Source: an optimization exercise on an open RTL-to-GDS flow (aim: small area). Production flows keep margins and buffers that such runs may drop.
Function was checked by simulation only, so behaviour that the tests miss may differ from the original.
Power figures rest on the tool's default switching activity, not on a simulated workload.

==> flow/config.mk <==
export PLATFORM = sky130hd
export DESIGN_NAME = top
export DESIGN_NICKNAME = top
export VERILOG_FILES = /design/flow/design.v
export SDC_FILE = /design/flow/constraint.sdc
export NUM_CORES = 4
export LEC_CHECK = 0
export CAP_MARGIN = 20
export CORE_MARGIN = 2
export CORE_UTILIZATION = 40
export CTS_BUF_LIST = sky130_fd_sc_hd__clkbuf_4
export PLACE_DENSITY = 0.6
export SLEW_MARGIN = 20
==> flow/constraint.sdc <==
create_clock -name core_clock -period 10.0 [get_ports {clk}]
set_input_delay 2.0000 -clock core_clock [delete_from_list [all_inputs] [get_ports {clk}]]
set_output_delay 2.0000 -clock core_clock [all_outputs]
set_load 0.01 [all_outputs]
==> flow/design.v <==
module top (
    input clk,
    input mode,
    input song,
    input plus,
    input minus,
    input rst,
    input set,
    input refer,
    input player1,
    input player2,
    output reg [8:0] rope,
    output reg [1:0] sel,
    output reg [1:0] ledr,
    output reg [1:0] ledg,
    output [1:0] ledb,
    output [3:0] ledop,
    output [7:0] segdata1,
    output [7:0] segdata0,
    output [7:0] seg,
    output [7:0] sel8,
    output reg ledplayer1,
    output reg ledplayer2,
    output reg buzzer,
    output reg round_indicator_1,
    output reg round_indicator_2
);
localparam SYM_DASH = 4'd10, SYM_L = 4'd11, SYM_E = 4'd12, SYM_BLANK = 4'd13;
wire playsong;
wire song_pulse, mode_pulse, plus_pulse, minus_pulse, set_pulse, refer_pulse;
wire player1_pulse, player2_pulse;
wire set_q, plus_q, minus_q;    
wire b40_lt, b40_gt;         
wire mid_lt, mid_gt;         
wire fast_lt, fast_gt;       
reg  mid_lt_d, mid_gt_d;
parameter init              = 3'd0;
parameter time_set          = 3'd1;
parameter round_set         = 3'd2;
parameter finish_setting    = 3'd3;
parameter counting_down     = 3'd4;
parameter gaming            = 3'd5;
parameter check             = 3'd6;
parameter gameover          = 3'd7;
reg [2:0] current_state;
reg [2:0] next_state;
reg gameoverflag;            
reg win1, win2, draw;
reg winflag_1, winflag_2, buzzerflag;
reg [1:0] modereg;
reg [3:0] cycle;
reg [2:0] scan;
reg [3:0] score1, score2;
reg [3:0] win;
reg [1:0] nr1;              
reg [3:0] nr0;              
reg [4:0] seck;              
reg [4:0] seck_d;            
reg [3:0] sr1, sr0;          
reg [3:0] sr1_d, sr0_d;      
reg [1:0] cntdownsec;
reg [3:0] buzzer_gameover_8;
reg       ledb_r;
reg       insetting_d;       
reg       act_d;             
reg [3:0] sd0, sd1;          
reg [3:0] segsym;            
reg [1:0] dmode;             
reg [1:0] d_r1;
reg [3:0] d_r0, d_s1, d_s2;
reg [14:0] p1;
reg [12:0] p2;
reg [11:0] p3;
reg [12:0] buzzer_cnt_1Hz;
reg [13:0] countdown_1Hz;
wire [14:0] p1_next = {p1[13:0], ~(p1[14] ^ p1[13])};
wire [12:0] p2_next = {p2[11:0], ~(p2[12] ^ p2[3] ^ p2[2] ^ p2[0])};
wire [11:0] p3_next = {p3[10:0], ~(p3[11] ^ p3[5] ^ p3[3] ^ p3[0])};
wire [12:0] b1_next = {buzzer_cnt_1Hz[11:0], ~(buzzer_cnt_1Hz[12] ^ buzzer_cnt_1Hz[3] ^ buzzer_cnt_1Hz[2] ^ buzzer_cnt_1Hz[0])};
wire [13:0] cd_next = {countdown_1Hz[12:0], ~(countdown_1Hz[13] ^ countdown_1Hz[4] ^ countdown_1Hz[2] ^ countdown_1Hz[0])};
wire p1_1500  = (p1 == 15'h300e);
wire p1_1501  = (p1 == 15'h601c);
wire p1_12000 = (p1 == 15'h594c);
wire p1_24000 = (p1 == 15'h187a);
wire p2_3000  = (p2 == 13'h1cd0);
wire p2_6000  = (p2 == 13'h0457);
wire p3_2769  = (p3 == 12'h50d);
wire p3_3000  = (p3 == 12'hd32);
wire b1_6000  = (buzzer_cnt_1Hz == 13'h0457);
wire cd_12000 = (countdown_1Hz == 14'h3115);
debounce mode_debounce    (.clk(clk), .rst(rst), .key(mode),    .key_pulse(mode_pulse));
debounce song_debounce    (.clk(clk), .rst(rst), .key(song),    .key_pulse(song_pulse));
debounce sec_plus_debounce(.clk(clk), .rst(rst), .key(plus),    .key_pulse(plus_pulse), .key_q(plus_q));
debounce sec_minus_debounce(.clk(clk), .rst(rst), .key(minus),  .key_pulse(minus_pulse), .key_q(minus_q));
debounce set_debounce     (.clk(clk), .rst(rst), .key(set),     .key_pulse(set_pulse), .key_q(set_q));
debounce refer_debounce   (.clk(clk), .rst(rst), .key(refer),   .key_pulse(refer_pulse));
debounce player1_debounce (.clk(clk), .rst(rst), .key(player1), .key_pulse(player1_pulse));
debounce player2_debounce (.clk(clk), .rst(rst), .key(player2), .key_pulse(player2_pulse));
breath_gen #(.N(40), .W(6)) b40  (.clk(clk), .rst(rst), .lt(b40_lt),  .gt(b40_gt));
breath_gen #(.N(24), .W(5)) bmid (.clk(clk), .rst(rst), .lt(mid_lt),  .gt(mid_gt));
breath_gen #(.N(15), .W(4)) bfast(.clk(clk), .rst(rst), .lt(fast_lt), .gt(fast_gt));
always @(posedge clk) begin
    mid_lt_d <= mid_lt;
    mid_gt_d <= mid_gt;
end
playsongs bgm(.clk(clk), .rst(gameoverflag), .song(song_pulse), .buzzer(playsong));
wire st_init  = (current_state == init);
wire st_ts    = (current_state == time_set);
wire st_rs    = (current_state == round_set);
wire st_fin   = (current_state == finish_setting);
wire st_cd    = (current_state == counting_down);
wire st_game  = (current_state == gaming);
wire st_check = (current_state == check);
wire st_over  = (current_state == gameover);
wire secreg_zero = (sr1 == 4'd0) && (sr0 == 4'd0);
wire p1won = (score1 == win);
wire p2won = (score2 == win);
wire rope_left  = rope[0] | rope[1] | rope[2] | rope[3];
wire rope_right = rope[5] | rope[6] | rope[7] | rope[8];
always @(posedge clk or negedge rst)
begin
    if (!rst) current_state <= init;
    else      current_state <= next_state;
end
always @(posedge clk)
begin
    case (current_state)
    init:           next_state <= time_set;
    time_set:       if (set_pulse) next_state <= round_set;
    round_set:      if (set_pulse) next_state <= finish_setting;
    finish_setting: if (refer_pulse) next_state <= counting_down;
    counting_down:  if (cntdownsec == 0) next_state <= gaming;
    gaming: begin
        if (!secreg_zero) begin
            if (rope[0] || rope[8]) next_state <= check;
        end
        else next_state <= check;
    end
    check: begin
        if (p1won || p2won) next_state <= gameover;
        else if (refer_pulse) next_state <= counting_down;
    end
    default:        next_state <= gameover;
    endcase
end
always @(posedge clk)
begin
    case (current_state)
    init: begin
        score1 <= 0; score2 <= 0; win1 <= 0; win2 <= 0; nr1 <= 2'd0; nr0 <= 4'd1; draw <= 0;
    end
    gaming: begin
        if      (rope[0]) begin win1 <= 1; win2 <= 0; end
        else if (rope[8]) begin win1 <= 0; win2 <= 1; end
        else if (rope_left && secreg_zero)  begin win1 <= 1; win2 <= 0; end
        else if (rope_right && secreg_zero) begin win1 <= 0; win2 <= 1; end
        else if (rope[4] && secreg_zero) draw <= 1;
    end
    check: begin
        if      (win1) begin score1 <= score1 + 1'b1; win1 <= 0; end
        else if (win2) begin score2 <= score2 + 1'b1; win2 <= 0; end
        else if (draw) draw <= 0;
        if (win1 || win2 || draw) begin
            if (nr1 == 2'd3 && nr0 == 4'd1) begin nr1 <= 2'd0; nr0 <= 4'd0; end
            else if (nr0 == 4'd9) begin nr1 <= nr1 + 1'b1; nr0 <= 4'd0; end
            else nr0 <= nr0 + 1'b1;
        end
    end
    default: begin win1 <= 0; win2 <= 0; end
    endcase
end
always @(posedge clk)
begin
    case (current_state)
    init: begin
        ledr <= 2'b00; ledg <= 2'b11; ledb_r <= 1'b1;
    end
    time_set:  if (set_pulse) begin ledr[1] <= 1; ledg[1] <= 0; end
    round_set: if (set_pulse) begin ledr[0] <= 1; ledg[0] <= 0; end
    finish_setting: if (refer_pulse) begin
        ledr <= 2'b11; ledg <= 2'b11; ledb_r <= 1'b1;
    end
    counting_down: begin
        if (p2_3000) begin
            ledr <= ~ledr; ledg <= ~ledg; ledb_r <= ~ledb_r;
        end
        if (cntdownsec == 0) begin
            ledr <= 2'b11; ledg <= 2'b11; ledb_r <= 1'b1;
        end
    end
    gaming: begin
        if (rope[4]) begin
            ledg[0] <= b40_lt; ledg[1] <= b40_gt; ledr <= 2'b11;
        end
        else if (rope[2] || rope[3] || rope[5] || rope[6]) begin
            ledg[0] <= mid_lt; ledr[0] <= mid_lt_d; ledg[1] <= mid_gt; ledr[1] <= mid_gt_d;
        end
        else if (rope[0] || rope[1] || rope[7] || rope[8]) begin
            ledg <= 2'b11; ledr[0] <= fast_lt; ledr[1] <= fast_gt;
        end
    end
    default: begin
        ledr <= 2'b11; ledg <= 2'b11; ledb_r <= 1'b1;
    end
    endcase
end
assign ledb = {2{ledb_r}};
always @(posedge clk)
begin
    case (current_state)
    init: begin seck <= 5'd1; win <= 4'd1; end
    time_set: begin
        if (minus_pulse) seck <= (seck == 5'd1)  ? 5'd19 : seck - 1'b1;
        else if (plus_pulse) seck <= (seck == 5'd19) ? 5'd1 : seck + 1'b1;
    end
    round_set: begin
        if (minus_pulse) win <= (win == 4'd1) ? 4'd9 : win - 1'b1;
        else if (plus_pulse) win <= (win == 4'd9) ? 4'd1 : win + 1'b1;
    end
    default: ;
    endcase
end
always @(posedge clk) insetting_d <= st_ts | st_rs;
assign ledop[0] = ~insetting_d | set_q;
assign ledop[1] = 1'b1;
assign ledop[2] = ~insetting_d | plus_q;
assign ledop[3] = ~insetting_d | minus_q;
always @(posedge clk)
begin
    if (st_cd) begin
        if (p1_12000) cntdownsec <= cntdownsec - 1'b1;
    end
    else cntdownsec <= 2'd3;
end
always @(posedge clk)
begin
    case (current_state)
    init: countdown_1Hz <= 14'd0;
    counting_down: begin
        sr1 <= {1'b0, seck[4:1]};
        sr0 <= seck[0] ? 4'd5 : 4'd0;
    end
    gaming: begin
        if (cd_12000) begin
            countdown_1Hz <= 14'd0;
            if (sr0 == 4'd0) begin sr0 <= 4'd9; sr1 <= sr1 - 1'b1; end
            else sr0 <= sr0 - 1'b1;
        end
        else countdown_1Hz <= cd_next;
    end
    default: ;
    endcase
end
always @(posedge clk)
begin
    seck_d <= seck;
    sr1_d  <= sr1;
    sr0_d  <= sr0;
end
always @(posedge clk)
begin
    case (current_state)
    init: sel <= 2'b11;
    time_set: if (p2_6000) sel <= ~sel;
    round_set: begin
        sel[0] <= 1'b1;
        if (p2_6000) sel[1] <= ~sel[1];
    end
    finish_setting: sel <= 2'b00;
    counting_down:  sel <= 2'b10;
    gaming:         sel <= 2'b00;
    default: ;
    endcase
end
always @(posedge clk)
begin
    case (current_state)
    init: dmode <= 2'd0;
    time_set: begin
        sd0 <= seck_d[0] ? 4'd5 : 4'd0;
        sd1 <= seck_d[4:1];
    end
    round_set: sd1 <= win;
    finish_setting: begin
        sd0 <= seck_d[0] ? 4'd5 : 4'd0;
        sd1 <= seck_d[4:1];
        dmode <= 2'd1;
        d_r1 <= 2'd0; d_r0 <= 4'd0; d_s1 <= 4'd0; d_s2 <= 4'd0;
    end
    counting_down: begin
        d_r1 <= nr1;
        d_r0 <= nr0;
        sd0 <= {2'b00, cntdownsec};
    end
    gaming: begin
        sd0 <= sr0_d;
        sd1 <= sr1_d;
    end
    check: begin
        d_s1 <= score1;
        d_s2 <= score2;
    end
    default: begin
        if (p2won)      dmode <= 2'd3;
        else if (p1won) dmode <= 2'd2;
    end
    endcase
end
assign segdata0[7] = 1'b0;
seg7 seg7_sd0 (.d(sd0), .s(segdata0[6:0]));
assign segdata1[7] = 1'b0;
seg7 seg7_sd1 (.d(sd1), .s(segdata1[6:0]));
reg [3:0] scan_sym;
always @(*) begin
    case (dmode)
    2'd1: case (scan)
        3'd0: scan_sym = d_s2;
        3'd1: scan_sym = SYM_DASH;
        3'd2: scan_sym = SYM_DASH;
        3'd3: scan_sym = d_s1;
        3'd4: scan_sym = d_r0;
        3'd5: scan_sym = {2'b00, d_r1};
        3'd6: scan_sym = SYM_DASH;
        default: scan_sym = win;
        endcase
    2'd2: case (scan)
        3'd0: scan_sym = SYM_E;
        3'd1: scan_sym = 4'd5;
        3'd2: scan_sym = 4'd0;
        3'd3: scan_sym = SYM_L;
        default: scan_sym = 4'd6;
        endcase
    2'd3: case (scan)
        3'd4: scan_sym = SYM_E;
        3'd5: scan_sym = 4'd5;
        3'd6: scan_sym = 4'd0;
        3'd7: scan_sym = SYM_L;
        default: scan_sym = 4'd6;
        endcase
    default: scan_sym = SYM_BLANK;
    endcase
end
always @(posedge clk)
begin
    act_d <= (current_state >= finish_setting);
    if (st_init) begin
        scan <= 3'd0;
        segsym <= SYM_BLANK;
    end
    else if (current_state >= finish_setting) begin
        scan <= scan + 1'b1;
        segsym <= scan_sym;
    end
end
assign seg[7] = 1'b0;
seg7 seg7_seg (.d(segsym), .s(seg[6:0]));
assign sel8 = act_d ? ~(8'd1 << (scan - 1'b1)) : 8'hff;
always @(posedge clk)
begin
    case (current_state)
    init: begin
        cycle <= 4'd1;
        winflag_2 <= 0;
        rope <= 9'b0;
    end
    time_set, round_set: begin
        case (modereg)
        2'b00: rope <= {9{b40_lt}};
        2'b01: rope <= {{4{b40_lt}}, b40_gt, {4{b40_lt}}};
        2'b10: rope <= 9'b1111_1_1111;
        default: rope <= 9'b0;
        endcase
    end
    finish_setting: rope <= 9'b0;
    counting_down: begin
        if (p3_2769) cycle <= cycle + 1'b1;
        case (cycle)
            4'd1:  rope <= 9'b1000_0_0001;
            4'd2:  rope <= 9'b0100_0_0010;
            4'd3:  rope <= 9'b0010_0_0100;
            4'd4:  rope <= 9'b0001_0_1000;
            4'd5:  rope <= 9'b0000_1_0000;
            4'd6:  rope <= 9'b0001_0_1000;
            4'd7:  rope <= 9'b0010_0_0100;
            4'd8:  rope <= 9'b0100_0_0010;
            4'd9:  rope <= 9'b1000_0_0001;
            4'd10: rope <= 9'b0100_0_0010;
            4'd11: rope <= 9'b0010_0_0100;
            4'd12: rope <= 9'b0001_0_1000;
            4'd13: rope <= 9'b0000_1_0000;
            default: ;
        endcase
    end
    gaming: begin
        if (player2_pulse)      rope <= {rope[0], rope[8:1]};
        else if (player1_pulse) rope <= {rope[7:0], rope[8]};
    end
    check: begin
        if (p1won || p2won) winflag_2 <= 1'b1;
        cycle <= 4'd1;
    end
    default: begin
        if (p2_3000) rope <= ~rope;
        else if ((p1won || p2won) && winflag_2) rope <= 9'b0101_0_1010;
        if ((p1won || p2won) && winflag_2) winflag_2 <= 1'b0;
    end
    endcase
end
wire beep_go = ~p1_1501;     
always @(posedge clk)
begin
    case (current_state)
    time_set: begin
        if (set_pulse || plus_pulse || minus_pulse || buzzerflag) begin
            buzzerflag <= beep_go; buzzer <= beep_go;
        end
    end
    round_set: begin
        if (plus_pulse || minus_pulse || buzzerflag) begin
            buzzerflag <= beep_go; buzzer <= beep_go;
        end
        if (set_pulse) buzzerflag <= 1'b1;
    end
    finish_setting: begin
        buzzerflag <= beep_go & buzzerflag;
        buzzer     <= beep_go & buzzerflag;
    end
    counting_down: if (b1_6000) buzzer <= ~buzzer;
    check: begin
        if (p1won || p2won) winflag_1 <= 1'b1;
        if (p1_1500 && buzzer_gameover_8 < 4'd8) begin
            buzzer <= ~buzzer;
            buzzer_gameover_8 <= buzzer_gameover_8 + 1'b1;
        end
    end
    gameover: begin
        if ((p1won || p2won) && winflag_1) begin
            buzzer <= ~buzzer;
            winflag_1 <= 1'b0;
        end
        if (p1_24000 && !gameoverflag) begin
            buzzer <= ~buzzer;
            gameoverflag <= 1'b1;
        end
        if (gameoverflag) buzzer <= playsong;
    end
    default: begin
        buzzer <= 1'b0;
        buzzer_gameover_8 <= 0;
        winflag_1 <= 1'b0;
        buzzerflag <= 1'b0;
        gameoverflag <= 1'b0;
    end
    endcase
end
always @(posedge clk)
begin
    if (st_init) buzzer_cnt_1Hz <= 13'd0;
    else if (st_cd) buzzer_cnt_1Hz <= b1_6000 ? 13'd0 : b1_next;
end
wire ns_over = (next_state == gameover);
always @(posedge clk)
begin
    case (current_state)
    time_set: begin
        if (set_pulse || plus_pulse || minus_pulse || buzzerflag)
            p1 <= beep_go ? p1_next : 15'd0;
    end
    round_set: begin
        if (plus_pulse || minus_pulse || buzzerflag)
            p1 <= beep_go ? p1_next : 15'd0;
    end
    finish_setting:
        p1 <= (beep_go && buzzerflag && next_state != counting_down) ? p1_next : 15'd0;
    counting_down:
        p1 <= (p1_12000 || ns_over) ? 15'd0 : p1_next;
    check:
        p1 <= (next_state != check || (p1_1500 && buzzer_gameover_8 < 4'd8)) ? 15'd0 : p1_next;
    gameover:
        p1 <= (p1_24000 && !gameoverflag) ? 15'd0 : p1_next;
    default: p1 <= 15'd0;
    endcase
end
always @(posedge clk)
begin
    case (current_state)
    time_set, round_set: p2 <= p2_6000 ? 13'd0 : p2_next;
    counting_down:       p2 <= (p2_3000 || ns_over) ? 13'd0 : p2_next;
    gameover:            p2 <= p2_3000 ? 13'd0 : p2_next;
    default:             p2 <= 13'd0;
    endcase
end
always @(posedge clk)
begin
    case (current_state)
    counting_down: p3 <= (p3_2769 || ns_over) ? 12'd0 : p3_next;
    check:         p3 <= (p3_3000 || next_state == counting_down) ? 12'd0 : p3_next;
    gameover:      p3 <= p3_3000 ? 12'd0 : p3_next;
    default:       p3 <= 12'd0;
    endcase
end
always @(posedge clk)
begin
    case (current_state)
    time_set, round_set: begin
        case (modereg)
        2'b00: begin ledplayer1 <= b40_lt; ledplayer2 <= b40_lt; end
        2'b01: begin ledplayer1 <= b40_gt; ledplayer2 <= b40_gt; end
        2'b10: begin ledplayer1 <= 1'b1;   ledplayer2 <= 1'b1;   end
        default: begin ledplayer1 <= 1'b0; ledplayer2 <= 1'b0;   end
        endcase
    end
    check: begin
        if (p3_3000) begin
            if (rope_left)  ledplayer1 <= ~ledplayer1;
            if (rope_right) ledplayer2 <= ~ledplayer2;
        end
    end
    gameover: begin
        if (p3_3000) begin
            if (p1won) ledplayer1 <= ~ledplayer1;
            if (p2won) ledplayer2 <= ~ledplayer2;
        end
    end
    default: begin
        ledplayer1 <= 1'b0;
        ledplayer2 <= 1'b0;
    end
    endcase
end
always @(posedge clk)
begin
    case (current_state)
    time_set, round_set: begin
        case (modereg)
        2'b00: begin round_indicator_1 <= b40_lt; round_indicator_2 <= b40_lt; end
        2'b01: begin round_indicator_1 <= b40_gt; round_indicator_2 <= b40_gt; end
        2'b10: begin round_indicator_1 <= 1'b1;   round_indicator_2 <= 1'b1;   end
        default: begin round_indicator_1 <= 1'b0; round_indicator_2 <= 1'b0;   end
        endcase
    end
    default: begin
        round_indicator_1 <= 1'b0;
        round_indicator_2 <= 1'b0;
    end
    endcase
end
always @(posedge clk or negedge rst)
begin
    if (!rst) modereg <= 2'b00;
    else if (mode_pulse) modereg <= modereg + 1'b1;
end
endmodule
module seg7 (
    input      [3:0] d,
    output reg [6:0] s
);
always @(*) begin
    case (d)
        4'd0:  s = 7'h3f;
        4'd1:  s = 7'h06;
        4'd2:  s = 7'h5b;
        4'd3:  s = 7'h4f;
        4'd4:  s = 7'h66;
        4'd5:  s = 7'h6d;
        4'd6:  s = 7'h7d;
        4'd7:  s = 7'h07;
        4'd8:  s = 7'h7f;
        4'd9:  s = 7'h6f;
        4'd10: s = 7'h40;
        4'd11: s = 7'h38;
        4'd12: s = 7'h79;
        default: s = 7'h00;
    endcase
end
endmodule
module debounce (clk,rst,key,key_pulse,key_q);
input  clk;
input  rst;
input  key;
output key_pulse;
output key_q;
reg       key_rst_pre_n;
reg       key_rst_n;
reg [7:0] cnt;
reg       key_sec_n;
reg       key_sec_pre_n;
wire key_edge = ~key_rst_pre_n & key_rst_n;
always @(posedge clk or negedge rst)
begin
    if (!rst) begin
        key_rst_n     <= 1'b0;
        key_rst_pre_n <= 1'b0;
        cnt           <= 8'h0;
        key_sec_n     <= 1'b0;
        key_sec_pre_n <= 1'b0;
    end
    else begin
        key_rst_n     <= ~key;
        key_rst_pre_n <= key_rst_n;
        if (key_edge) cnt <= 8'h0;
        else          cnt <= cnt + 1'b1;
        if (cnt == 8'hff) key_sec_n <= ~key;
        key_sec_pre_n <= key_sec_n;
    end
end
assign key_pulse = ~key_sec_pre_n & key_sec_n;
assign key_q = ~key_rst_n;
endmodule
module breath_gen #(parameter N = 40, parameter W = 6) (
    input  clk,
    input  rst,
    output reg lt,
    output reg gt
);
reg [W-1:0] cnt1;
reg [W-1:0] cnt2;
reg         flag;
always @(posedge clk or negedge rst) begin
    if (!rst) begin
        cnt1 <= 0;
        cnt2 <= 0;
        flag <= 1'b0;
    end
    else begin
        if (cnt1 == N-1) cnt1 <= 0;
        else             cnt1 <= cnt1 + 1'b1;
        if (cnt1 == N-1) begin
            if (!flag) begin
                if (cnt2 == N-1) flag <= 1'b1;
                else             cnt2 <= cnt2 + 1'b1;
            end
            else begin
                if (cnt2 == 0) flag <= 1'b0;
                else           cnt2 <= cnt2 - 1'b1;
            end
        end
    end
end
always @(posedge clk) begin
    lt <= !(cnt1 < cnt2);
    gt <= !(cnt2 < cnt1);
end
endmodule
module playsongs(
    input clk,
    input rst,
    input song,
    output reg buzzer
);
reg [8:0] cnt0;      
reg [4:0] cnt1;      
reg [6:0] cnt2;      
reg [1:0] flag;      
reg [2:0] note;      
reg [8:0] per_m1;    
reg [7:0] half;      
reg [4:0] cishu;
reg [4:0] cishu_div;
reg [6:0] last;      
always @(*) begin
    case (flag)
        2'd0: case (cnt2)
            7'd0: note = 3'd3;
            7'd1: note = 3'd3;
            7'd2: note = 3'd4;
            7'd3: note = 3'd5;
            7'd4: note = 3'd5;
            7'd5: note = 3'd4;
            7'd6: note = 3'd3;
            7'd7: note = 3'd2;
            7'd8: note = 3'd1;
            7'd9: note = 3'd1;
            7'd10: note = 3'd2;
            7'd11: note = 3'd3;
            7'd12: note = 3'd3;
            7'd13: note = 3'd2;
            7'd14: note = 3'd2;
            7'd16: note = 3'd3;
            7'd17: note = 3'd3;
            7'd18: note = 3'd4;
            7'd19: note = 3'd5;
            7'd20: note = 3'd5;
            7'd21: note = 3'd4;
            7'd22: note = 3'd3;
            7'd23: note = 3'd2;
            7'd24: note = 3'd1;
            7'd25: note = 3'd1;
            7'd26: note = 3'd2;
            7'd27: note = 3'd3;
            7'd28: note = 3'd2;
            7'd29: note = 3'd1;
            7'd30: note = 3'd1;
            7'd32: note = 3'd2;
            7'd33: note = 3'd2;
            7'd34: note = 3'd3;
            7'd35: note = 3'd1;
            7'd36: note = 3'd2;
            7'd37: note = 3'd3;
            7'd38: note = 3'd4;
            7'd39: note = 3'd3;
            7'd40: note = 3'd1;
            7'd41: note = 3'd2;
            7'd42: note = 3'd3;
            7'd43: note = 3'd4;
            7'd44: note = 3'd3;
            7'd45: note = 3'd2;
            7'd46: note = 3'd1;
            7'd47: note = 3'd2;
            7'd48: note = 3'd5;
            7'd50: note = 3'd3;
            7'd51: note = 3'd3;
            7'd52: note = 3'd4;
            7'd53: note = 3'd5;
            7'd54: note = 3'd5;
            7'd55: note = 3'd4;
            7'd56: note = 3'd3;
            7'd57: note = 3'd2;
            7'd58: note = 3'd1;
            7'd59: note = 3'd1;
            7'd60: note = 3'd2;
            7'd61: note = 3'd3;
            7'd62: note = 3'd2;
            7'd63: note = 3'd1;
            7'd64: note = 3'd1;
            default: note = 3'd0;
        endcase
        2'd1: case (cnt2)
            7'd0: note = 3'd1;
            7'd1: note = 3'd1;
            7'd2: note = 3'd5;
            7'd3: note = 3'd5;
            7'd4: note = 3'd6;
            7'd5: note = 3'd6;
            7'd6: note = 3'd5;
            7'd8: note = 3'd4;
            7'd9: note = 3'd4;
            7'd10: note = 3'd3;
            7'd11: note = 3'd3;
            7'd12: note = 3'd2;
            7'd13: note = 3'd2;
            7'd14: note = 3'd1;
            7'd16: note = 3'd5;
            7'd17: note = 3'd5;
            7'd18: note = 3'd4;
            7'd19: note = 3'd4;
            7'd20: note = 3'd3;
            7'd21: note = 3'd3;
            7'd22: note = 3'd2;
            7'd24: note = 3'd5;
            7'd25: note = 3'd5;
            7'd26: note = 3'd4;
            7'd27: note = 3'd4;
            7'd28: note = 3'd3;
            7'd29: note = 3'd3;
            7'd30: note = 3'd2;
            7'd32: note = 3'd1;
            7'd33: note = 3'd1;
            7'd34: note = 3'd5;
            7'd35: note = 3'd5;
            7'd36: note = 3'd6;
            7'd37: note = 3'd6;
            7'd38: note = 3'd5;
            7'd40: note = 3'd4;
            7'd41: note = 3'd4;
            7'd42: note = 3'd3;
            7'd43: note = 3'd3;
            7'd44: note = 3'd2;
            7'd45: note = 3'd2;
            7'd46: note = 3'd1;
            default: note = 3'd0;
        endcase
        2'd2: case (cnt2)
            7'd0: note = 3'd1;
            7'd1: note = 3'd2;
            7'd2: note = 3'd3;
            7'd3: note = 3'd1;
            7'd4: note = 3'd1;
            7'd5: note = 3'd2;
            7'd6: note = 3'd3;
            7'd7: note = 3'd1;
            7'd8: note = 3'd3;
            7'd9: note = 3'd4;
            7'd10: note = 3'd5;
            7'd12: note = 3'd3;
            7'd13: note = 3'd4;
            7'd14: note = 3'd5;
            7'd16: note = 3'd5;
            7'd17: note = 3'd6;
            7'd18: note = 3'd5;
            7'd19: note = 3'd4;
            7'd20: note = 3'd3;
            7'd21: note = 3'd1;
            7'd22: note = 3'd5;
            7'd23: note = 3'd6;
            7'd24: note = 3'd5;
            7'd25: note = 3'd4;
            7'd26: note = 3'd3;
            7'd27: note = 3'd1;
            7'd28: note = 3'd2;
            7'd29: note = 3'd5;
            7'd30: note = 3'd1;
            7'd32: note = 3'd2;
            7'd33: note = 3'd5;
            7'd34: note = 3'd1;
            default: note = 3'd0;
        endcase        default: note = 3'd0;
    endcase
end
always @(*) begin
    case (note)
        3'd0: begin per_m1 = 9'd439; half = 8'd220; cishu = 5'd11; cishu_div = 5'd8;  end
        3'd1: begin per_m1 = 9'd457; half = 8'd229; cishu = 5'd13; cishu_div = 5'd10; end
        3'd2: begin per_m1 = 9'd407; half = 8'd204; cishu = 5'd14; cishu_div = 5'd11; end
        3'd3: begin per_m1 = 9'd363; half = 8'd182; cishu = 5'd16; cishu_div = 5'd12; end
        3'd4: begin per_m1 = 9'd342; half = 8'd171; cishu = 5'd17; cishu_div = 5'd13; end
        3'd5: begin per_m1 = 9'd305; half = 8'd153; cishu = 5'd19; cishu_div = 5'd15; end
        3'd6: begin per_m1 = 9'd271; half = 8'd136; cishu = 5'd22; cishu_div = 5'd17; end
        default: begin per_m1 = 9'd242; half = 8'd121; cishu = 5'd24; cishu_div = 5'd19; end
    endcase
    case (flag)
        2'd0: last = 7'd65;
        2'd1: last = 7'd47;
        2'd2: last = 7'd35;
        default: last = 7'd0;
    endcase
end
wire end0 = (cnt0 == per_m1);
wire end1 = (cnt1 == cishu);
always @(posedge clk or negedge rst)
begin
    if (!rst) begin
        flag   <= 2'b00;
        cnt0   <= 0;
        cnt1   <= 0;
        cnt2   <= 0;
        buzzer <= 1'b0;
    end
    else begin
        if (song) flag <= flag + 1'b1;
        if (flag == 2'b11 || song) begin
            cnt0 <= 0;
            cnt1 <= 0;
            cnt2 <= 0;
        end
        else begin
            if (end0) cnt0 <= 0;
            else      cnt0 <= cnt0 + 1'b1;
            if (end0) begin
                if (end1) cnt1 <= 0;
                else      cnt1 <= cnt1 + 1'b1;
            end
            if (end0 && end1) begin
                if (cnt2 == last) cnt2 <= 0;
                else              cnt2 <= cnt2 + 1'b1;
            end
        end
        buzzer <= (note != 3'd0) && (cnt1 < cishu_div) && !(cnt0 < half);
    end
end
endmodule
==> flow/run.sh <==
#!/bin/bash
# synth_recipe.tcl (not shown) runs the flow's synth.tcl, then flattens the netlist and writes it again
# the make line also repeats each setting of config.mk as NAME=value (left out here)
make -C /OpenROAD-flow-scripts/flow DESIGN_CONFIG=/design/flow/config.mk WORK_HOME=/design/flow/orfs CLKGATE_MAP_FILE= SYNTH_SCRIPT=/design/flow/synth_recipe.tcl finish
==> reports/results.ini, run 1 <==
[route]
detail-route-antenna-nets=0
wl_met1_mm=20.0
drc_errors=0
wl_met3_mm=2.05
maxUsedRoutingLayer=met4
wl_met2_mm=21.7
via_per_inst=5.28
wl_per_cell_um=15.8
routed-via-count=15000
drt_wl_total_mm=44.9
drt_pre_antenna_iters=7
initialDrtViolationCount=856

[cts]
clock-sinks=371
root_buffer=clkbuf_4
holdBufCountCts=0
clock_path_buffers=3
h-tree-depth=3
clkTransAtPathRegs_ns=0.08
cts_made_buffers=101
cts_resized=0
cts_tree=yes
cts_setup_buffers=0
clock_latency_ns=0.83

[sta]
max_slew_margin_pct=30.4
tightest_slew_ns=1.04
hold_viol=0
final.min_clock_period_ns=4.61
rsz0062_at_grt=no
setup_viol_count_final=0
hold_slack_ns=0.278
fin_tns_setup_ns=0
fmaxAchievable_mhz=217
maxSlewViolCount=0
finalCritPeriodShare_pct=46.1
fin_skew_ns=0.0453

[critical_path]
worstSetupPathType=reg2reg
end_kind=flop
rr_endpoint=bgm.cnt2[4]
crit_required_ns=10.72
reg2reg_slack_ns=5.39
r2r_start=bgm.cnt2[1]
critPathLaunchType=flop
worstPathCellList=inv_1 -> ha_1 -> nor2b_1 -> o41ai_1 -> o221ai_2 -> nand4_2 -> nand3_2 -> or4_1 -> o211a_2 -> nor4_4 -> nand3_4 -> o41ai_2
worstPathArrival_ns=5.33
critPathSlowestCell=dfrtp_1
worstRegToRegCells=12
crit_fanout=16
max_stage_delay_ns=0.65

[grt]
grt_pass1_vias=15000
overflow=0
antenna_found_initial=2
grt_pass1_wl_mm=75.5
grt_max_degree=79
track_usage_pct=18.1

[job]
drv_cap=0

[cells_and_area]
final_cells=2843
final_common_cell=nor2_1
final_cell_mix=196 x nor2_1, 166 x clkbuf_4, 158 x dfrtp_1
drive_gt1_share_pct=11.2
nets=2218
fin_util_pct=45.7
areaGrowthSynthToFinish_pct=12.9

[yosys]
async_reset_ff_share_pct=42.6
yosys_warnings=7
netlist_instances=1997
syn_area_um2=19800
synth_area_leader_cell=dfrtp_1
yosys-top-cells-area=dfrtp_1 20%, edfxtp_1 18%, dfxtp_1 9.4%
synth_top_cell_area_share_pct=20.0
synth.distinct_cells=107
ys_seq_area_share_pct=47.7
ys.flop_type=dfrtp_1
ys_seq_elements=371
syn_area_per_cell_um2=9.89
synth_edf_count=120

[power]
switchingPower_uw=750
combPwrFrac_pct=3.2
total_power_mw=3.20
seqPwrFrac_pct=51.4
power_density_nw_per_um2=144
peakVddDrop_v=0.000107
swShare_pct=23.4
p_leak_nw=9.32
p_int_mw=2.45
clkPwrFrac_pct=45.4

[floorplanning]
die_w_um=226
start_util_pct=40.4
io_pins=68
coreArea_um2=48800
num_rows=81
dieArea_um2=51200
die_h_um=226

[placement]
gp_congestion=0.892
post-place-cells=2647
dp_hpwl_mm=31.1
portBuffers=63

[outcome]
status=finished clean

[hold_path]
holdCritPathClass=reg2async

==> cell families (layout without fill, tap and decap cells) <==
| family | Yosys count | after routing | share of synthesized area, % |
|---|---|---|---|
| mux | 35 | 35 | 1.94 |
| flops | 371 | 371 | 47.7 |
| compound gates | 405 | 405 | 13.6 |
| simple gates | 759 | 759 | 19.7 |
| other cells | 2 | 9 | 0.0380 |
| buf+inv | 190 | 365 | 4.10 |
| fa+ha+maj | 122 | 122 | 7.84 |
| xor+xnor | 113 | 113 | 5.01 |
==> flip-flops by register name (all words and copies together), names as in the netlist, 8 cells and up <==
register / count
player1_debounce.cnt: 8
countdown_1Hz: 14
set_debounce.cnt: 8
buzzer_cnt_1Hz: 13
bgm.cnt0: 9
refer_debounce.cnt: 8
p2: 13
p3: 12
sec_plus_debounce.cnt: 8
p1: 15
mode_debounce.cnt: 8
rope: 9
song_debounce.cnt: 8
sec_minus_debounce.cnt: 8
player2_debounce.cnt: 8
==> worst max-delay path, delay by kind of cell (launching register included) <==
family                     cells  cell delay, ns
AOI/OAI and AO/OA              4            1.09
adders and majority gates      1            0.54
buffers and inverters          1            0.29
DFF                            1            0.65
and+or+nand+nor                6            1.90
==> synthesized netlist by cell type (10+ instances only) <==
master	instances
dfrtp_1	158
mux2i_1	23
dfxtp_1	93
nand2_1	147
edfxtp_1	120
inv_1	93
nand3_1	82
clkbuf_1	67
o21ai_0	107
nor2b_1	62
a31oi_1	22
o211ai_1	11
or3_1	14
xor2_1	54
nand4_1	26
ha_1	119
a21o_1	10
nor2_1	196
o22ai_1	10
o31ai_1	14
a211oi_1	20
xnor2_1	59
and2_1	51
nand2b_1	30
and3_1	42
a21oi_1	105
nor3_1	37
nor4_1	12
==> routing by layer <==
metal / vias to the layer above / GRT usage [%]
met5: - / 0
met4: 0 / 7.43
met3: 111 / 3.51
met2: 357 / 30.4
met1: 7191 / 22.9
li1: 7348 / -
==> area by class of cell <==
cell class,count,area [um^2]
fill,4752,26500
multi-input combinational,1438,9540
sequential,371,9420
clock buffer,166,1250
tap,664,831
timing repair buffer,78,744
inverter,96,360
clock inverter,25,156
antenna,5,12.5
==> metrics by stage <==
step	setup slack, ns	area (um^2)
6_report	5.39	22300
5_1_grt	4.88	22300
4_1_cts	5.30	22300
3_5_place_dp	5.43	20900
3_3_place_gp	5.55	20900
2_1_floorplan	6.33	19800
==> power groups by stage <==
stage               combinational (mW)  sequential, mW  clock (mW)
floorplan                       0.0772            1.67           0
global placement                 0.100            1.67           0
detailed placement               0.103            1.68           0
CTS                              0.105            1.65        1.51
global route                     0.119            1.65        1.59
finish                           0.102            1.65        1.45
==> worst max-delay path by stage <==
stage / from / endpoint / slack (ns) / cells after the start
global placement: bgm.cnt2[1] / bgm.cnt2[4] / 5.55 / 12
finish: bgm.cnt2[1] / bgm.cnt2[4] / 5.39 / 12
floorplan: bgm.cnt2[1] / bgm.cnt1[0] / 6.33 / 14
global route: bgm.cnt2[1] / bgm.buzzer / 4.88 / 20
detailed placement: bgm.cnt2[1] / bgm.cnt2[6] / 5.43 / 12
CTS: scan[0] / sel8[3] / 5.30 / 5
==> run 2: changes to the inputs <==
--- a/flow/config.mk
+++ b/flow/config.mk
@@ -8,6 +8,5 @@
 export CAP_MARGIN = 20
 export CORE_MARGIN = 2
 export CORE_UTILIZATION = 40
-export CTS_BUF_LIST = sky130_fd_sc_hd__clkbuf_4
 export PLACE_DENSITY = 0.6
 export SLEW_MARGIN = 20
==> run 2 against run 1 <==
Sequential share of layout area increased by 0.059 points. Maximum frequency is essentially flat. Routed wire length down 1.7%. Worst setup slack gained 0.0035 ns. Still clean on timing, DRC and antenna. Sequential cell count stayed put. First-iteration DRC count increased by 3.6%. Count of clock-buffer cells in the layout down 98. Global-route usage down 0.26 points. Critical path depth is the same. Design area is 0.14% lower.
==> reports/results.ini, run 2 <==
[yosys]
ys_seq_elements=371  ; unchanged
ys.flop_type=dfrtp_1
synth_common_cells=196 x nor2_1, 158 x dfrtp_1, 147 x nand2_1, 120 x edfxtp_1, 119 x ha_1
syn_area_per_cell_um2=9.89  ; unchanged
synth_area_leader_cell=dfrtp_1
yosysMostFrequentCell=nor2_1
ys_seq_area_share_pct=47.7  ; unchanged
yosys_warnings=7  ; unchanged
synth_top_cell_area_share_pct=20.0  ; unchanged
netlist_instances=1997  ; unchanged
synth_edf_count=120  ; unchanged
yosys-top-cells-area=dfrtp_1 20%, edfxtp_1 18%, dfxtp_1 9.4%
async_reset_ff_share_pct=42.6  ; unchanged
synth.distinct_cells=107  ; unchanged
syn_area_um2=19800  ; unchanged

[floorplanning]
io_pins=68  ; unchanged
num_rows=81  ; unchanged
die_w_um=226  ; unchanged
die_h_um=226  ; unchanged
dieArea_um2=51200  ; unchanged
coreArea_um2=48800  ; unchanged
start_util_pct=40.4  ; unchanged

[critical_path]
path_delay_family=simple AND/OR/NAND/NOR gates
critPathSlowestCell=dfrtp_1
path_buf_inv=1  ; unchanged
crit_path_start=bgm.cnt2[1]
worstPathArrival_ns=5.06  ; -0.27 ns
crit_fanout=16  ; unchanged
reg2reg_slack_ns=5.39  ; about the same
max_stage_delay_ns=0.65  ; about the same
crit_required_ns=10.46  ; -0.26 ns
r2r_start=bgm.cnt2[1]
worstRegToRegCells=12  ; unchanged
endpoint=bgm.cnt2[6]
worstSetupPathType=reg2reg
critPathLaunchType=flop
end_kind=flop
worstPathCellList=inv_1 -> ha_1 -> nor2b_1 -> o41ai_1 -> o221ai_2 -> nand4_2 -> nand3_2 -> or4_1 -> o211a_2 -> nor4_4 -> nand3_4 -> o41ai_2
rr_endpoint=bgm.cnt2[6]
path_depth=12  ; unchanged

[sta]
finalCritPeriodShare_pct=46.1  ; about the same
rsz0062_at_grt=no
fin_tns_setup_ns=0  ; unchanged
tightest_slew_ns=1.06  ; +0.0168 ns
final.min_clock_period_ns=4.61  ; -0.00348 ns
setup_viol_count_final=0  ; unchanged
maxSlewViolCount=0  ; unchanged
fmaxAchievable_mhz=217  ; about the same
hold_viol=0  ; unchanged
fin_skew_ns=0.0262  ; -0.0192 ns
max_slew_margin_pct=29.2  ; -1.1 points

[route]
drt_pre_antenna_iters=5  ; -2
drt_wl_total_mm=44.2  ; -1.7%
detail-route-antenna-nets=0  ; unchanged
via_per_inst=5.35  ; +1.3%
drc_errors=0  ; unchanged
wl_per_cell_um=16.2  ; +2.6%
initialDrtViolationCount=887  ; +3.6%
routed-via-count=14600  ; -2.9%

[cells_and_area]
areaGrowthSynthToFinish_pct=12.8
top_regs=p1: 15 flops, countdown_1Hz: 14 flops
nets=2160  ; -2.6%
final_common_cell=nor2_1
finalInstanceArea_um2=22300  ; -0.14%
final_cell_mix=196 x nor2_1, 158 x dfrtp_1, 147 x nand2_1
largest_register_ffs=15  ; unchanged
drive_gt1_share_pct=6.60  ; -4.6 points
diodes=0  ; -5
fillers=4671  ; -1.7%
largest-register=p1

[cts]
clock_latency_ns=0.57  ; -0.26 ns
cts_resized=0  ; unchanged
root_buffer=clkbuf_16
cts_tree=yes
clock-sinks=371  ; unchanged
clock_path_buffers=3  ; unchanged
h-tree-depth=2  ; -1
holdBufCountCts=0  ; unchanged
clkTransAtPathRegs_ns=0.06  ; -0.02 ns
cts_made_buffers=43  ; -57%
cts_setup_buffers=0  ; unchanged

[hold_path]
holdCritPathClass=reg2async

[grt]
grt_max_degree=79  ; unchanged
grt_pass1_vias=14400  ; -3.9%
track_usage_pct=17.9  ; -0.26 points
grt_pass1_wl_mm=74.4  ; -1.5%
antenna_found_initial=0  ; -2
overflow=0  ; unchanged

[power]
power_density_nw_per_um2=147  ; +2.7%
peakVddDrop_v=0.000101  ; -5.2%
p_leak_nw=9.17  ; -1.6%

[job]
drv_cap=0  ; unchanged

[placement]
portBuffers=63  ; unchanged
gp_congestion=0.892  ; unchanged
dp_hpwl_mm=31.1  ; unchanged
dpl_cell_area_um2=20900  ; unchanged

[outcome]
status=finished clean

## run 2: worst reg2reg max path, delay by kind of cell (launching register included)
kind / cells / cell delay [ns]
compound gates: 4 / 1.10
fa+ha+maj: 1 / 0.54
buf+inv: 1 / 0.30
flops: 1 / 0.65
simple gates: 6 / 1.92
## run 2: cell families after synthesis
family | Yosys count | synth area share (%)
AOI/OAI and AO/OA | 405 | 13.6
xor gates and xnor gates | 113 | 5.01
adders and majority gates | 122 | 7.84
buffers and inverters | 190 | 4.10
DFF | 371 | 47.7
muxes | 35 | 1.94
other | 2 | 0.0380
and+or+nand+nor | 759 | 19.7
## run 2: final cells by class
class / count / area, um^2 / area share, %
clock buffers: 68 / 1320 / 5.91
clock inverters: 11 / 67.6 / 0.303
inverters: 96 / 360 / 1.62
multi-input cells: 1438 / 9540 / 42.8
flip-flops and latches: 371 / 9420 / 42.3
well taps: 664 / 831 / 3.73
repair buffers: 78 / 744 / 3.34
## run 2: stage by stage
stage               util, %  cells  power, mW  hold slack (ns)  worst slack, ns
global placement       42.8   2647       1.77            0.262             5.55
global route           45.6   2726       3.42            0.316             4.92
detailed placement     42.8   2647       1.78            0.280             5.43
finish                 45.6   2726       3.28            0.290             5.39
CTS                    45.6   2726       3.33            0.300             5.43
floorplan                 -   1999       1.74            0.331             6.33
## run 2: worst min path at each step
stage	start	endpoint	slack, ns	cells past startpoint
after CTS	gameoverflag	bgm.cnt2[3]	0.30	1
final	gameoverflag	bgm.cnt0[8]	0.29	1
after detailed placement	gameoverflag	bgm.cnt0[8]	0.28	1
after global placement	gameoverflag	bgm.buzzer	0.26	1
after global routing	gameoverflag	bgm.cnt0[4]	0.32	1
after floorplan	bmid.gt	mid_gt_d	0.33	0
## run 2: metal layers
metal,GRT usage [%],part of all wire [%],up-vias
li1,-,-,7158
met3,2.97,4.6,86
met4,6.15,2.9,0
met1,23.2,45,6998
met2,30.1,48,335
met5,0,0,-
## run 2: power breakdown
group          switching, mW  internal (mW)  total [mW]  leakage, nW
clock network          0.630          0.904        1.53        0.687
logic                 0.0517         0.0500       0.102         4.70
registers             0.0431           1.60        1.65         3.78
total                  0.725           2.56        3.28         9.17
==> run 3: changes to the inputs <==
--- a/flow/design.v
+++ b/flow/design.v
@@ -67,7 +67,8 @@
 reg [3:0] segsym;            
 reg [1:0] dmode;             
 reg [1:0] d_r1;
-reg [3:0] d_r0, d_s1, d_s2;
+reg [3:0] d_r0;
+reg       lag1, lag2;        
 reg [14:0] p1;
 reg [12:0] p2;
 reg [11:0] p3;
@@ -285,7 +286,7 @@
         sd0 <= seck_d[0] ? 4'd5 : 4'd0;
         sd1 <= seck_d[4:1];
         dmode <= 2'd1;
-        d_r1 <= 2'd0; d_r0 <= 4'd0; d_s1 <= 4'd0; d_s2 <= 4'd0;
+        d_r1 <= 2'd0; d_r0 <= 4'd0;
     end
     counting_down: begin
         d_r1 <= nr1;
@@ -296,10 +297,7 @@
         sd0 <= sr0_d;
         sd1 <= sr1_d;
     end
-    check: begin
-        d_s1 <= score1;
-        d_s2 <= score2;
-    end
+    check: ;
     default: begin
         if (p2won)      dmode <= 2'd3;
         else if (p1won) dmode <= 2'd2;
@@ -310,6 +308,12 @@
 seg7 seg7_sd0 (.d(sd0), .s(segdata0[6:0]));
 assign segdata1[7] = 1'b0;
 seg7 seg7_sd1 (.d(sd1), .s(segdata1[6:0]));
+always @(posedge clk) begin
+    lag1 <= st_check & win1;
+    lag2 <= st_check & win2 & ~win1;
+end
+wire [3:0] d_s1 = lag1 ? score1 - 1'b1 : score1;
+wire [3:0] d_s2 = lag2 ? score2 - 1'b1 : score2;
 reg [3:0] scan_sym;
 always @(*) begin
     case (dmode)
@@ -648,13 +652,14 @@
     input song,
     output reg buzzer
 );
-reg [8:0] cnt0;      
+reg [7:0] hcnt;      
+reg       ph;        
 reg [4:0] cnt1;      
 reg [6:0] cnt2;      
 reg [1:0] flag;      
 reg [2:0] note;      
-reg [8:0] per_m1;    
-reg [7:0] half;      
+reg [7:0] hlast;     
+reg [7:0] hlast2;    
 reg [4:0] cishu;
 reg [4:0] cishu_div;
 reg [6:0] last;      
@@ -809,14 +814,14 @@
 end
 always @(*) begin
     case (note)
-        3'd0: begin per_m1 = 9'd439; half = 8'd220; cishu = 5'd11; cishu_div = 5'd8;  end
-        3'd1: begin per_m1 = 9'd457; half = 8'd229; cishu = 5'd13; cishu_div = 5'd10; end
-        3'd2: begin per_m1 = 9'd407; half = 8'd204; cishu = 5'd14; cishu_div = 5'd11; end
-        3'd3: begin per_m1 = 9'd363; half = 8'd182; cishu = 5'd16; cishu_div = 5'd12; end
-        3'd4: begin per_m1 = 9'd342; half = 8'd171; cishu = 5'd17; cishu_div = 5'd13; end
-        3'd5: begin per_m1 = 9'd305; half = 8'd153; cishu = 5'd19; cishu_div = 5'd15; end
-        3'd6: begin per_m1 = 9'd271; half = 8'd136; cishu = 5'd22; cishu_div = 5'd17; end
-        default: begin per_m1 = 9'd242; half = 8'd121; cishu = 5'd24; cishu_div = 5'd19; end
+        3'd0: begin hlast = 8'd219; hlast2 = 8'd219; cishu = 5'd11; cishu_div = 5'd8; end
+        3'd1: begin hlast = 8'd228; hlast2 = 8'd228; cishu = 5'd13; cishu_div = 5'd10; end
+        3'd2: begin hlast = 8'd203; hlast2 = 8'd203; cishu = 5'd14; cishu_div = 5'd11; end
+        3'd3: begin hlast = 8'd181; hlast2 = 8'd181; cishu = 5'd16; cishu_div = 5'd12; end
+        3'd4: begin hlast = 8'd170; hlast2 = 8'd171; cishu = 5'd17; cishu_div = 5'd13; end
+        3'd5: begin hlast = 8'd152; hlast2 = 8'd152; cishu = 5'd19; cishu_div = 5'd15; end
+        3'd6: begin hlast = 8'd135; hlast2 = 8'd135; cishu = 5'd22; cishu_div = 5'd17; end
+        default: begin hlast = 8'd120; hlast2 = 8'd121; cishu = 5'd24; cishu_div = 5'd19; end
     endcase
     case (flag)
         2'd0: last = 7'd65;
@@ -825,13 +830,15 @@
         default: last = 7'd0;
     endcase
 end
-wire end0 = (cnt0 == per_m1);
+wire hend = (hcnt == (ph ? hlast2 : hlast));    
+wire end0 = ph & hend;                           
 wire end1 = (cnt1 == cishu);
 always @(posedge clk or negedge rst)
 begin
     if (!rst) begin
         flag   <= 2'b00;
-        cnt0   <= 0;
+        hcnt   <= 0;
+        ph     <= 1'b0;
         cnt1   <= 0;
         cnt2   <= 0;
         buzzer <= 1'b0;
@@ -839,13 +846,15 @@
     else begin
         if (song) flag <= flag + 1'b1;
         if (flag == 2'b11 || song) begin
-            cnt0 <= 0;
+            hcnt <= 0;
+            ph   <= 1'b0;
             cnt1 <= 0;
             cnt2 <= 0;
         end
         else begin
-            if (end0) cnt0 <= 0;
-            else      cnt0 <= cnt0 + 1'b1;
+            if (hend) hcnt <= 0;
+            else              hcnt <= hcnt + 1'b1;
+            if (hend) ph <= ~ph;
             if (end0) begin
                 if (end1) cnt1 <= 0;
                 else      cnt1 <= cnt1 + 1'b1;
@@ -855,7 +864,7 @@
                 else              cnt2 <= cnt2 + 1'b1;
             end
         end
-        buzzer <= (note != 3'd0) && (cnt1 < cishu_div) && !(cnt0 < half);
+        buzzer <= (note != 3'd0) && (cnt1 < cishu_div) && ph;
     end
 end
 endmodule
--- a/flow/config.mk
+++ b/flow/config.mk
@@ -8,5 +8,7 @@
 export CAP_MARGIN = 20
 export CORE_MARGIN = 2
 export CORE_UTILIZATION = 40
+export CTS_CLUSTER_DIAMETER = 100
+export CTS_CLUSTER_SIZE = 30
 export PLACE_DENSITY = 0.6
 export SLEW_MARGIN = 20
==> run 3 against run 2 <==
Still clean on timing, DRC and antenna. Via count decreased by 2.1%. Non-clock buffer count is 1 lower. Clock power fell by 45%. First-iteration DRC count rose by 44%. Core utilization shrank 1.8 points. Die area shrank 2.9%. Maximum frequency down 7.1%. Design area fell by 6.6%. Hold slack lost 0.0049 ns. Combinational power hardly changed.
==> reports/results.ini, run 3 <==
[yosys]
yosys-top-cells-area=dfrtp_1 21%, edfxtp_1 18%, dfxtp_1 9.9%
synth.distinct_cells=90  ; -16%
yosysMostFrequentCell=nor2_1
synth_top_cell_area_share_pct=20.6  ; +0.60 points
ys_seq_elements=365  ; -1.6%
synth_edf_count=112  ; -6.7%
ys_seq_area_share_pct=48.1  ; +0.39 points
netlist_instances=1964  ; -1.7%
ys.flop_type=dfrtp_1
syn_area_per_cell_um2=9.76  ; -1.3%
async_reset_ff_share_pct=43.3  ; +0.70 points
syn_area_um2=19200  ; -2.9%
synth_area_leader_cell=dfrtp_1
synth_common_cells=182 x nor2_1, 158 x dfrtp_1, 158 x nand2_1, 114 x ha_1, 112 x edfxtp_1
yosys_warnings=7  ; unchanged

[critical_path]
crit_top_cell=a21oi_1
rr_endpoint=bgm.cnt2[4]
crit_fanout=21  ; +5
critPathSlowestCell=dfrtp_1
critPathLaunchType=flop
endpoint=bgm.cnt2[4]
worstPathArrival_ns=5.42  ; +0.36 ns
reg2reg_slack_ns=5.04  ; -0.35 ns
r2r_start=bgm.cnt2[1]
worstPathCellList=inv_1 -> ha_1 -> nor2b_1 -> o21ai_0 -> a22oi_1 -> o311ai_1 -> a21oi_1 -> buf_4 -> nand2b_1 -> or4b_4 -> a311oi_4 -> nand4_2 -> or4_1 -> a21oi_1
crit_required_ns=10.47  ; about the same
max_stage_delay_ns=0.65  ; about the same
worstSetupPathType=reg2reg
crit_path_start=bgm.cnt2[1]
end_kind=flop
worstRegToRegCells=14  ; +2

[grt]
grt_pass1_wl_mm=70.4  ; -5.4%
track_usage_pct=17.0  ; -0.85 points
grt_max_degree=83  ; +5.1%
antenna_found_initial=0  ; unchanged
overflow=0  ; unchanged
grt_pass1_vias=13700  ; -4.8%

[cts]
holdBufCountCts=0  ; unchanged
clock_path_buffers=3  ; unchanged
cts_made_buffers=17  ; -60%
root_buffer=clkbuf_16
cts_resized=0  ; unchanged
cts_setup_buffers=0  ; unchanged
clock-sinks=365  ; -1.6%
cts_tree=yes
clock_latency_ns=0.54  ; -0.03 ns
clkTransAtPathRegs_ns=0.12  ; +0.06 ns
h-tree-depth=1  ; -1

[route]
drc_errors=0  ; unchanged
via_per_inst=5.49  ; +2.7%
detail-route-antenna-nets=0  ; unchanged
initialDrtViolationCount=1276  ; +44%
wl_per_cell_um=16.2  ; +0.19%
drt_pre_antenna_iters=5  ; unchanged
drt_wl_total_mm=42.2  ; -4.5%
routed-via-count=14300  ; -2.1%

[floorplanning]
die_h_um=223  ; -1.4%
num_rows=80  ; -1.2%
coreArea_um2=47500  ; -2.7%
dieArea_um2=49700  ; -2.9%
io_pins=68  ; unchanged
start_util_pct=40.3  ; -0.11 points
die_w_um=223  ; -1.4%

[sta]
hold_viol=0  ; unchanged
setup_viol_count_final=0  ; unchanged
finalCritPeriodShare_pct=49.6  ; +3.5 points
hold_slack_ns=0.285  ; -0.00495 ns
maxSlewViolCount=0  ; unchanged
final.min_clock_period_ns=4.96  ; +0.350 ns
rsz0062_at_grt=no
tightest_slew_ns=1.14  ; +0.0802 ns
fin_skew_ns=0.0311  ; +0.00491 ns
max_slew_margin_pct=23.2  ; -6.1 points
fmaxAchievable_mhz=202  ; -7.1%
fin_tns_setup_ns=0  ; unchanged

[placement]
post-place-cells=2570  ; -2.9%
portBuffers=63  ; unchanged
gp_congestion=0.842  ; -5.6%
dp_hpwl_mm=30.5  ; -1.7%

[power]
peakVddDrop_v=0.000150  ; +48%
p_leak_nw=8.52  ; -7.1%
power_density_nw_per_um2=122  ; -17%

[cells_and_area]
top_regs=p1: 15 flops, countdown_1Hz: 14 flops
largest-register=p1
final_cell_mix=182 x nor2_1, 158 x nand2_1, 158 x dfrtp_1
nets=2101  ; -2.7%
final_cells=2599  ; -4.7%
largest_register_ffs=15  ; unchanged
diodes=0  ; unchanged
drive_gt1_share_pct=3.83  ; -2.8 points
final_common_cell=nor2_1
areaGrowthSynthToFinish_pct=8.53

[outcome]
status=finished clean

[job]
drv_cap=0  ; unchanged

[hold_path]
holdCritPathClass=reg2async

-- run 3: changes by cell type in the layout (fill, tap and decap cells not counted), moves of 6 or more --
| cell | delta |
|---|---|
| clkbuf_16 | -28 |
| nor2_1 | -14 |
| nand2_1 | +11 |
| xnor2_1 | +11 |
| nor3_1 | -10 |
| and3_1 | +9 |
| clkbuf_8 | -9 |
| edfxtp_1 | -8 |
| o22ai_1 | +7 |
| a221oi_1 | -6 |
| clkbuf_1 | -6 |
| clkinv_2 | -6 |
-- run 3: logic make-up (layout without fill, tap and decap cells) --
family / after synthesis / after routing / synth area share [%]
multiplexers: 26 / 26 / 1.48
AND/OR/NAND/NOR: 754 / 754 / 20.1
XOR/XNOR: 121 / 121 / 5.53
flip-flops: 365 / 365 / 48.1
adder cells (fa/ha/maj): 118 / 118 / 7.80
other: 2 / 4 / 0.0392
AO/OA/AOI/OAI: 391 / 391 / 12.9
buffers and inverters: 187 / 205 / 4.09
-- run 3: power breakdown --
group / internal (mW) / switching [mW]
combinational: 0.0503 / 0.0507
clock: 0.342 / 0.492
sequential: 1.57 / 0.0417
total: 1.96 / 0.585
-- run 3: worst min-delay path by stage --
stage,from,end,cells past startpoint
after floorplan,bmid.gt,mid_gt_d,0
after global placement,gameoverflag,bgm.hcnt[5],1
after detailed placement,gameoverflag,bgm.hcnt[5],1
after CTS,gameoverflag,bgm.flag[0],1
after global routing,gameoverflag,bgm.buzzer,1
final,gameoverflag,bgm.hcnt[5],1
-- run 3: cell type report --
class	count	area, um^2
repair buffers	77	737
clock buffers	24	462
inverters	99	372
clock inverters	5	65.1
multi-input cells	1414	9190
fillers	4543	26700
flip-flops and latches	365	9220
well taps	615	769
-- run 3: layer usage --
layer  wire length (um)  GRT usage, %  up-vias
met5                  0             0        -
met4                961          4.44        0
met3               2290          2.71       57
met2              19200          27.6      356
met1              19700          23.7     6943
li1                   -             -     6921
-- run 3: metrics by stage --
step | worst slack, ns | util [%] | total power [mW] | area [um^2]
finish | 5.04 | 43.8 | 2.55 | 20800
global route | 4.65 | 43.8 | 2.66 | 20800
floorplan | 6.17 | - | 1.71 | 19200
global placement | 5.22 | 42.6 | 1.74 | 20300
CTS | 5.06 | 43.8 | 2.58 | 20800
detailed placement | 5.11 | 42.7 | 1.75 | 20300
-- run 3: critical path, delay by kind of cell, from the launching register on --
family	cells	cell delay (ns)
adder cells (fa/ha/maj)	1	0.51
flip-flops	1	0.65
buffers and inverters	2	0.49
AO/OA/AOI/OAI	6	1.40
AND/OR/NAND/NOR	5	1.81
==> run 4: changes to the inputs <==
--- a/flow/config.mk
+++ b/flow/config.mk
@@ -8,7 +8,7 @@
 export CAP_MARGIN = 20
 export CORE_MARGIN = 2
 export CORE_UTILIZATION = 40
-export CTS_CLUSTER_DIAMETER = 100
+export CTS_CLUSTER_DIAMETER = 70
 export CTS_CLUSTER_SIZE = 30
 export PLACE_DENSITY = 0.6
 export SLEW_MARGIN = 20
==> run 4 against run 3 <==
Still clean on timing, DRC and antenna. Global-route usage grew 0.18 points. Core utilization increased by 1.0 points. Register-to-register slack better by 0.03 ns. Sequential cell count unchanged. Power up 16%. Worst setup slack better by 0.027 ns. Clock power up about 50%. Clock skew down 0.0021 ns. Critical path type unchanged. Critical endpoint unchanged. Largest power group unchanged.
==> reports/results.ini, run 4 <==
[power]
power_density_nw_per_um2=139  ; +14%
peakVddDrop_v=0.000120  ; -20%
p_leak_nw=8.76  ; +2.8%

[outcome]
status=finished clean

[grt]
antenna_found_initial=0  ; unchanged
grt_pass1_vias=13900  ; +1.0%
grt_pass1_wl_mm=70.9  ; +0.75%
overflow=0  ; unchanged
grt_max_degree=83  ; unchanged
track_usage_pct=17.2  ; +0.18 points

[route]
via_per_inst=5.45  ; -0.76%
drt_wl_total_mm=42.5  ; +0.70%
drt_pre_antenna_iters=8  ; +3
detail-route-antenna-nets=0  ; unchanged
initialDrtViolationCount=1241  ; -2.7%
drc_errors=0  ; unchanged
wl_per_cell_um=16.2  ; -0.11%
routed-via-count=14300  ; +0.042%

[cells_and_area]
diodes=0  ; unchanged
largest-register=p1
top_regs=p1: 15 flops, countdown_1Hz: 14 flops
drive_gt1_share_pct=5.14  ; +1.3 points
areaGrowthSynthToFinish_pct=11.1
nets=2111  ; +0.48%
largest_register_ffs=15  ; unchanged
final_cells=2620  ; +0.81%
final_common_cell=nor2_1
final_cell_mix=182 x nor2_1, 158 x nand2_1, 158 x dfrtp_1
finalInstanceArea_um2=21300  ; +2.4%

[cts]
clock-sinks=365  ; unchanged
cts_resized=0  ; unchanged
root_buffer=clkbuf_16
clock_path_buffers=3  ; unchanged
cts_made_buffers=27  ; +10
h-tree-depth=1  ; unchanged
cts_tree=yes
clkTransAtPathRegs_ns=0.11  ; about the same
holdBufCountCts=0  ; unchanged
clock_latency_ns=0.61  ; +0.07 ns
cts_setup_buffers=0  ; unchanged

[critical_path]
crit_required_ns=10.53  ; +0.06 ns
worstSetupPathType=reg2reg
end_kind=flop
worstPathArrival_ns=5.46  ; +0.04 ns
critPathLaunchType=flop
crit_fanout=21  ; unchanged

[yosys]
ys_seq_area_share_pct=48.1  ; unchanged
ys_seq_elements=365  ; unchanged
syn_area_per_cell_um2=9.76  ; unchanged
syn_area_um2=19200  ; unchanged
synth_edf_count=112  ; unchanged
yosys-top-cells-area=dfrtp_1 21%, edfxtp_1 18%, dfxtp_1 9.9%
synth.distinct_cells=90  ; unchanged
async_reset_ff_share_pct=43.3  ; unchanged
synth_top_cell_area_share_pct=20.6  ; unchanged
synth_area_leader_cell=dfrtp_1
netlist_instances=1964  ; unchanged
ys.flop_type=dfrtp_1
synth_common_cells=182 x nor2_1, 158 x dfrtp_1, 158 x nand2_1, 114 x ha_1, 112 x edfxtp_1
yosys_warnings=7  ; unchanged
yosysMostFrequentCell=nor2_1

[job]
drv_cap=0  ; unchanged

[sta]
max_slew_margin_pct=23.4  ; +0.19 points
fin_skew_ns=0.0290  ; -0.00206 ns
fmaxAchievable_mhz=203  ; +0.55%
rsz0062_at_grt=no
finalCritPeriodShare_pct=49.3  ; -0.27 points
hold_viol=0  ; unchanged
maxSlewViolCount=0  ; unchanged
setup_viol_count_final=0  ; unchanged
fin_tns_setup_ns=0  ; unchanged
final.min_clock_period_ns=4.93  ; -0.0269 ns
tightest_slew_ns=1.14  ; +0.00267 ns

[placement]
portBuffers=63  ; unchanged
dpl_cell_area_um2=20300  ; unchanged
post-place-cells=2570  ; unchanged
gp_congestion=0.842  ; unchanged
dp_hpwl_mm=30.5  ; unchanged

[floorplanning]
die_h_um=223  ; unchanged
coreArea_um2=47500  ; unchanged
dieArea_um2=49700  ; unchanged
io_pins=68  ; unchanged
start_util_pct=40.3  ; unchanged
die_w_um=223  ; unchanged
num_rows=80  ; unchanged

[hold_path]
holdCritPathClass=reg2async

-- run 4: per-stage QoR --
stage | setup WS, ns | util [%] | hold slack [ns] | power, mW
after CTS | 5.08 | 44.8 | 0.278 | 3.00
after floorplan | 6.17 | - | 0.331 | 1.71
after global routing | 4.67 | 44.8 | 0.304 | 3.08
final | 5.07 | 44.8 | 0.261 | 2.96
after detailed placement | 5.11 | 42.7 | 0.284 | 1.75
after global placement | 5.22 | 42.6 | 0.273 | 1.74
-- run 4: path summary, 6_finish.rpt --
kind                                                 to                      from  cells after the start  slack, ns
max in group asynchronous   song_debounce.key_sec_pre_n                       rst                      2       7.37
setup reg to reg                            bgm.cnt2[4]               bgm.cnt2[1]                     14       5.07
hold / removal                              bgm.flag[0]              gameoverflag                      1       0.26
hold reg to reg                             bgm.flag[0]              gameoverflag                      1       0.26
setup / recovery                            bgm.cnt2[4]               bgm.cnt2[1]                     14       5.07
min in group core_clock    refer_debounce.key_rst_pre_n  refer_debounce.key_rst_n                      0       0.37
-- run 4: area by class of cell --
class	instances	area [um^2]
repair buffers	77	737
well taps	615	769
clock inverters	23	344
multi-input cells	1414	9190
flip-flops and latches	365	9220
clock buffers	27	676
inverters	99	372
fillers	4496	26200
-- run 4: cells by family (layout without fill, tap and decap cells) --
family | count (synthesis) | after routing | synth area share [%]
other cells | 2 | 4 | 0.0392
mux | 26 | 26 | 1.48
xor+xnor | 121 | 121 | 5.53
fa+ha+maj | 118 | 118 | 7.80
flops | 365 | 365 | 48.1
buf+inv | 187 | 226 | 4.09
compound gates | 391 | 391 | 12.9
simple gates | 754 | 754 | 20.1
-- run 4: critical path, cell delays in order, from the launching register on --
cell and delay, ns:
dfrtp_1 0.64, inv_1 0.27, ha_1 0.50, nor2b_1 0.11, o21ai_0 0.17, a22oi_1 0.12
o311ai_1 0.43, a21oi_1 0.12, buf_4 0.22, nand2b_1 0.19, or4b_4 0.55, a311oi_4 0.40
nand4_2 0.37, or4_1 0.60, a21oi_1 0.16
-- run 4: where the power goes --
group          total, mW  internal [mW]  leakage [nW]  switching, mW
Combinational      0.101         0.0503          4.56         0.0508
Clock               1.25          0.569         0.497          0.679
Sequential          1.61           1.57          3.71         0.0417
-- run 4: routing by layer --
metal	GRT usage, %	vias up	part of all wire (%)
met5	0	-	0
met4	5.54	0	2.7
met3	2.98	72	5.5
met2	27.6	339	45
met1	23.6	6907	47
li1	-	6965	-

## afterwards: timing with drivers on the ports
Ports are ideal in the flow. The routed layouts listed here were re-timed in OpenROAD.
Step 1 (the two cells are an assumption about what drives the block):
set clk [get_ports {clk}]
set_driving_cell -lib_cell sky130_fd_sc_hd__clkbuf_16 $clk
set_driving_cell -lib_cell sky130_fd_sc_hd__buf_2 [delete_from_list [all_inputs] $clk]
Step 2 moves the port delays by t, midway between the first and last clock arrival at a register: inputs arrive t later, outputs are due t later. That takes back most of the time a late clock gives input paths.
Three values: ideal, step 1, step 2; two values: the first two.
run | shift t [ns] | setup slack, ns | worst slew at a driven data input, ns
run 1 | 0.855 | 5.390 / 5.350 / 5.390 | 0.04
run 2 | 0.615 | 5.393 / 5.393 / 5.393 | 0.04
run 3 | 0.583 | 5.043 / 5.043 / 5.043 | 0.04
run 4 | 0.645 | 5.070 / 5.070 / 5.070 | 0.04
After both steps setup and hold are still met in every run listed.
